This is an optimization exercise on Yosys and OpenROAD, whose aim is small area, a short achievable clock period and few clock cycles, not a production implementation.
RTL that was checked went through simulation tests only; none was proved equivalent to the original.
Power figures rest on the tool's default switching activity, not on a simulated workload.

==> v21 <==
==> flow/design.v <==
module mips_div(
    input         div_clk,
    input         resetn,
    input         div_signed,
    input         div,
    input  [31:0] x,
    input  [31:0] y,
    output [31:0] s,       
    output [31:0] r,       
    output        complete
);
    localparam ST_IDLE = 2'd0, ST_LZ = 2'd1, ST_FIX = 2'd2, ST_IT = 2'd3;
    reg [1:0]  st;
    reg        complete_r;
    reg [32:0] rem;      
    reg [31:0] dv;       
    reg [31:0] q;
    reg [4:0]  cnt;
    reg [4:0]  lzx;
    reg [5:0]  lzy;
    reg        xn, yn, sub;
    reg        first;    
    reg        zfix;     
    reg        fromlz;   
    wire sx     = div_signed & x[31];
    wire sy     = div_signed & y[31];
    wire sub_in = ~(sx ^ sy);
    wire sneg   = ~sub;
    wire [30:0] ux = x[30:0] ^ x[31:1];
    wire [30:0] uy = y[30:0] ^ y[31:1];
    wire [4:0]  lx, ly;
    wire        ynz;
    lzc32 u_lzx(.v({1'b0, ux[30:1], 1'b1}), .z(lx), .nz());
    lzc32 u_lzy(.v({1'b0, uy[30:0]}), .z(ly), .nz(ynz));
    wire [6:0] kd = {1'b0, lzy} - {2'b0, lzx};
    wire [4:0] k  = kd[4:0];
    wire       kz1 = sub & (k == 5'd0);
    wire [31:0] dsh = (dv << k) | ({32{sub}} & ~({32{1'b1}} << k));
    wire [32:0] b    = {~xn, dv};
    wire [33:0] sum  = {rem, 1'b1} + {b, sub};             
    wire [32:0] t    = sum[33:1];
    wire        zt   = xn & ~|t;                           
    wire        acc  = (xn ? t[32] : ~t[32]) & ~zfix;
    wire        last = (cnt == 5'd0);
    always @(posedge div_clk) begin
        if (!resetn) begin
            st         <= ST_IDLE;
            complete_r <= 1'b0;
        end else begin
            complete_r <= 1'b0;
            case (st)
            ST_IDLE: if (div) st <= ST_LZ;
            ST_LZ: begin
                if (!div) st <= ST_IDLE;
                else if (zt) st <= ST_FIX;
                else if (!acc || kz1) begin
                    st         <= ST_IDLE;
                    complete_r <= 1'b1;
                end else st <= ST_IT;
            end
            ST_FIX: begin
                st         <= ST_IDLE;
                complete_r <= div;
            end
            default: begin
                if (!div) st <= ST_IDLE;
                else if (last && zt && !zfix) st <= ST_FIX;
                else if (last) begin
                    st         <= ST_IDLE;
                    complete_r <= 1'b1;
                end
            end
            endcase
        end
    end
    always @(posedge div_clk) begin
        xn  <= sx;
        yn  <= sy;
        sub <= sub_in;
        lzx <= (x[31] & ~div_signed) ? 5'd0 : lx;
        lzy <= (y[31] & ~div_signed) ? 6'd0 : (ynz ? {1'b0, ly} : 6'd32);
        cnt <= (st == ST_LZ) ? k : cnt - 5'd1;
        first  <= (st == ST_LZ);
        zfix   <= (st == ST_IT) & zt & ~zfix & ~last;
        fromlz <= (st == ST_LZ);
        case (st)
        ST_IT:   q <= {(first ? {31{sneg}} : {q[30:1], q[0] ^ zfix}), acc ^ sneg};
        ST_FIX:  q <= fromlz ? {{31{sneg}}, 1'b1} : {q[31:1], ~q[0]};
        ST_LZ:   q <= {31'd0, kz1 & acc};
        default: q <= 32'd0;
        endcase
        case (st)
        ST_IDLE: dv <= y ^ {32{sub_in}};
        ST_LZ:   dv <= dsh;
        default: dv <= {~xn, dv[31:1]};
        endcase
        if (st == ST_IDLE)
            rem <= {sx, x};
        else if (st == ST_FIX || zfix)
            rem <= 33'd0;
        else if (acc && (st == ST_IT || (st == ST_LZ && (sneg || kz1))))
            rem <= t;
    end
    assign complete = complete_r;
    assign s = q;
    assign r = rem[31:0];
endmodule
module lzc32(
    input  [31:0] v,
    output [4:0]  z,
    output        nz
);
    wire [15:0] a1, z1;
    wire [7:0]  a2;
    wire [15:0] z2;
    wire [3:0]  a3;
    wire [11:0] z3;
    wire [1:0]  a4;
    wire [7:0]  z4;
    genvar i;
    generate
        for (i = 0; i < 16; i = i + 1) begin : l1
            assign a1[i] = v[2*i+1] | v[2*i];
            assign z1[i] = ~v[2*i+1];
        end
        for (i = 0; i < 8; i = i + 1) begin : l2
            assign a2[i] = a1[2*i+1] | a1[2*i];
            assign z2[2*i+1:2*i] = a1[2*i+1] ? {1'b0, z1[2*i+1]} : {1'b1, z1[2*i]};
        end
        for (i = 0; i < 4; i = i + 1) begin : l3
            assign a3[i] = a2[2*i+1] | a2[2*i];
            assign z3[3*i+2:3*i] = a2[2*i+1] ? {1'b0, z2[4*i+3:4*i+2]} : {1'b1, z2[4*i+1:4*i]};
        end
        for (i = 0; i < 2; i = i + 1) begin : l4
            assign a4[i] = a3[2*i+1] | a3[2*i];
            assign z4[4*i+3:4*i] = a3[2*i+1] ? {1'b0, z3[6*i+5:6*i+3]} : {1'b1, z3[6*i+2:6*i]};
        end
    endgenerate
    assign z  = a4[1] ? {1'b0, z4[7:4]} : {1'b1, z4[3:0]};
    assign nz = a4[1] | a4[0];
endmodule
==> flow/flow/run.sh <==
#!/bin/bash
# The standard layout (standard.sh, unchanged synthesis), except that:
#  - the port buffers are plain buf_2 cells instead of the default delay-buffer cell;
#  - clock tree synthesis uses clkbuf_4/clkbuf_8 and no dummy loads.
set -euo pipefail
bash standard.sh \
  BUFFER_PORTS_ARGS="-buffer_cell sky130_fd_sc_hd__buf_2" \
  CTS_ARGS="-sink_clustering_enable -repair_clock_nets -buf_list {sky130_fd_sc_hd__clkbuf_4 sky130_fd_sc_hd__clkbuf_8} -dont_use_dummy_load" \
  finish > make_finish.log 2>&1
==> flow/standard.sh <==
#!/bin/bash
# synth_recipe.tcl (not shown) runs the flow's synth.tcl, then flattens the netlist and writes it again
# the make line also repeats each setting of config.mk as NAME=value (left out here)
make -C /OpenROAD-flow-scripts/flow DESIGN_CONFIG=/design/flow/config.mk WORK_HOME=/design/flow/orfs CLKGATE_MAP_FILE= SYNTH_SCRIPT=/design/flow/synth_recipe.tcl "${@:-finish}"
==> flow/config.mk <==
export PLATFORM = sky130hd
export DESIGN_NAME = mips_div
export DESIGN_NICKNAME = mips_div
export VERILOG_FILES = /design/flow/design.v
export SDC_FILE = /design/flow/constraint.sdc
export NUM_CORES = 4
export LEC_CHECK = 0
export ABC_AREA = 1
export CAP_MARGIN = 20
export CORE_MARGIN = 2
export CORE_UTILIZATION = 40
export SETUP_SLACK_MARGIN = 5
export SLEW_MARGIN = 20
export TNS_END_PERCENT = 0
==> flow/constraint.sdc <==
create_clock -name core_clock -period 8.0 [get_ports {div_clk}]
set_input_delay 1.6000 -clock core_clock [delete_from_list [all_inputs] [get_ports {div_clk}]]
set_output_delay 1.6000 -clock core_clock [all_outputs]
set_load 0.01 [all_outputs]
==> inputs of v30, as changes to v21 <==
==> flow/design.v, changed modules only <==
module mips_div(
    input         div_clk,
    input         resetn,
    input         div_signed,
    input         div,
    input  [31:0] x,
    input  [31:0] y,
    output [31:0] s,       
    output [31:0] r,       
    output        complete
);
    localparam ST_IDLE = 2'd0, ST_LZ = 2'd1, ST_SH = 2'd2, ST_IT = 2'd3;
    reg [1:0]  st;
    reg        complete_r;
    reg [32:0] rem;      
    reg [31:0] dv;       
    reg [31:0] q;
    reg [4:0]  cnt;
    reg        xn, yn;   
    wire sub  = ~(xn ^ yn);
    wire sneg = xn ^ yn;
    function [4:0] lzc;
        input [31:0] v;
        integer i;
        reg found;
        begin
            lzc = 5'd31;
            found = 1'b0;
            for (i = 31; i >= 1; i = i - 1)
                if (!found && v[i]) begin
                    lzc = 31 - i;
                    found = 1'b1;
                end
        end
    endfunction
    wire [4:0] lzx = lzc(rem[31:0] ^ {32{xn}});
    wire [4:0] lzy = lzc(dv ^ {32{yn}});
    wire [5:0] k   = {1'b0, lzy} - {1'b0, lzx} + {5'd0, xn};    
    wire [31:0] dsh = ((dv ^ {32{sub}}) << cnt) | ({32{sub}} & ~({32{1'b1}} << cnt));
    wire [32:0] b    = {~xn, dv};
    wire [32:0] t    = rem + b + {32'd0, sub};
    wire [32:0] pp   = rem ^ b;
    wire [32:0] kk   = {rem[31:0] | b[31:0], sub};
    wire        zero = (pp == kk);                         
    wire        acc  = xn ? (t[32] | zero) : ~t[32];
    wire        last = (cnt == 5'd0);
    wire [31:0] po;                                        
    genvar gi;
    generate
        for (gi = 0; gi < 32; gi = gi + 1) begin : g_po
            assign po[gi] = |q[gi:0];
        end
    endgenerate
    wire [31:0] negm = {po[29:0] | {30{acc}}, acc, 1'b0};
    wire [31:0] qn   = {q[30:0], acc} ^ ({32{last & sneg}} & negm);
    always @(posedge div_clk) begin
        if (!resetn) begin
            st         <= ST_IDLE;
            complete_r <= 1'b0;
        end else begin
            complete_r <= 1'b0;
            case (st)
            ST_IDLE: if (div) st <= ST_LZ;
            ST_LZ: begin
                if (!div) st <= ST_IDLE;
                else if (k[5]) begin
                    st         <= ST_IDLE;
                    complete_r <= 1'b1;
                end else st <= ST_SH;
            end
            ST_SH: st <= div ? ST_IT : ST_IDLE;
            ST_IT: begin
                if (!div) st <= ST_IDLE;
                else if (last) begin
                    st         <= ST_IDLE;
                    complete_r <= 1'b1;
                end
            end
            endcase
        end
    end
    always @(posedge div_clk) begin
        case (st)
        ST_IDLE: begin
            rem <= {div_signed & x[31], x};
            dv  <= y;
            xn  <= div_signed & x[31];
            yn  <= div_signed & y[31];
            q   <= 32'd0;
        end
        ST_LZ: cnt <= k[4:0];
        ST_SH: dv  <= dsh;
        ST_IT: begin
            if (acc) rem <= t;
            dv  <= {~xn, dv[31:1]};
            q   <= qn;
            cnt <= cnt - 5'd1;
        end
        endcase
    end
    assign complete = complete_r;
    assign s = q;
    assign r = rem[31:0];
endmodule
// module lzc32 removed
==> flow/run.sh (new file) <==
#!/bin/bash
# synth_recipe.tcl (not shown) runs the flow's synth.tcl, then flattens the netlist and writes it again
# the make line also repeats each setting of config.mk as NAME=value (left out here)
make -C /OpenROAD-flow-scripts/flow DESIGN_CONFIG=/design/flow/config.mk WORK_HOME=/design/flow/orfs CLKGATE_MAP_FILE= SYNTH_SCRIPT=/design/flow/synth_recipe.tcl finish
- ABC_AREA: 1 -> default
- SETUP_SLACK_MARGIN: 5 -> default
- TNS_END_PERCENT: 0 -> default
removed: flow/flow/run.sh
removed: flow/standard.sh
==> summary.txt <==
Seq/total area: v30 23.0%; v21 23.5%
Power consumed by the clock network: v30 473 uW; v21 413 uW
Setup slack of the worst register-to-register path: v30 2.37 ns; v21 5.00 ns
Post-CTS setup buffer count: v30 0; v21 10
Nets: v30 1613; v21 2096
Number of design-rule violations left by the first detailed-router iteration: v30 1272; v21 1150
Effective utilization at floorplan: v30 40.3%; v21 40.9%
Height of the chip: v30 179 um; v21 173 um
Total chip power: v30 2590 uW; v21 5340 uW
Run status: v30 finished clean; v21 finished clean
Number of buffer and inverter instances along the worst setup path: v30 2; v21 7
Half-perimeter wire length of the detailed placement result: v30 30000 um; v21 34900 um
GR Util met1: v30 33.3%; v21 40.8%
Testbench counts of v21, summed over its fixed seeds: cycles 41,468.
The RTL of v30 was laid out without a check of its function.

==> re-timing with driven ports <==
No port has a modelled driver above. Below, the same layouts with a new extraction and two added sets of constraints. Step 1, drivers: a clkbuf_16 drives div_clk and a buf_2 each remaining input, both assumed. Step 2 times the ports against the registers' clock, not the clock port: input delays grow and output delays shrink by t, the midpoint of the rising clock arrivals with the driver on. a / b / c = ideal ports / drivers / drivers and shift; a / b = the first two.
run | t (ns) | setup WS [ns] | hold WS [ns] | worst setup path at the end | cell pins on the clock port's net
v21 | 0.483 | 5.003 / 5.003 / 4.550 | 0.462 / 0.462 / 0.462 | input to register | 1
v30 | 0.429 | 2.372 / 2.372 / 2.372 | 0.663 / 0.663 / 0.663 | register to register | 1
After both steps setup and hold are still met in every run listed. The setup slack of v21, which loses most, moves by 0.000 ns with the drivers and by -0.453 ns with both steps.
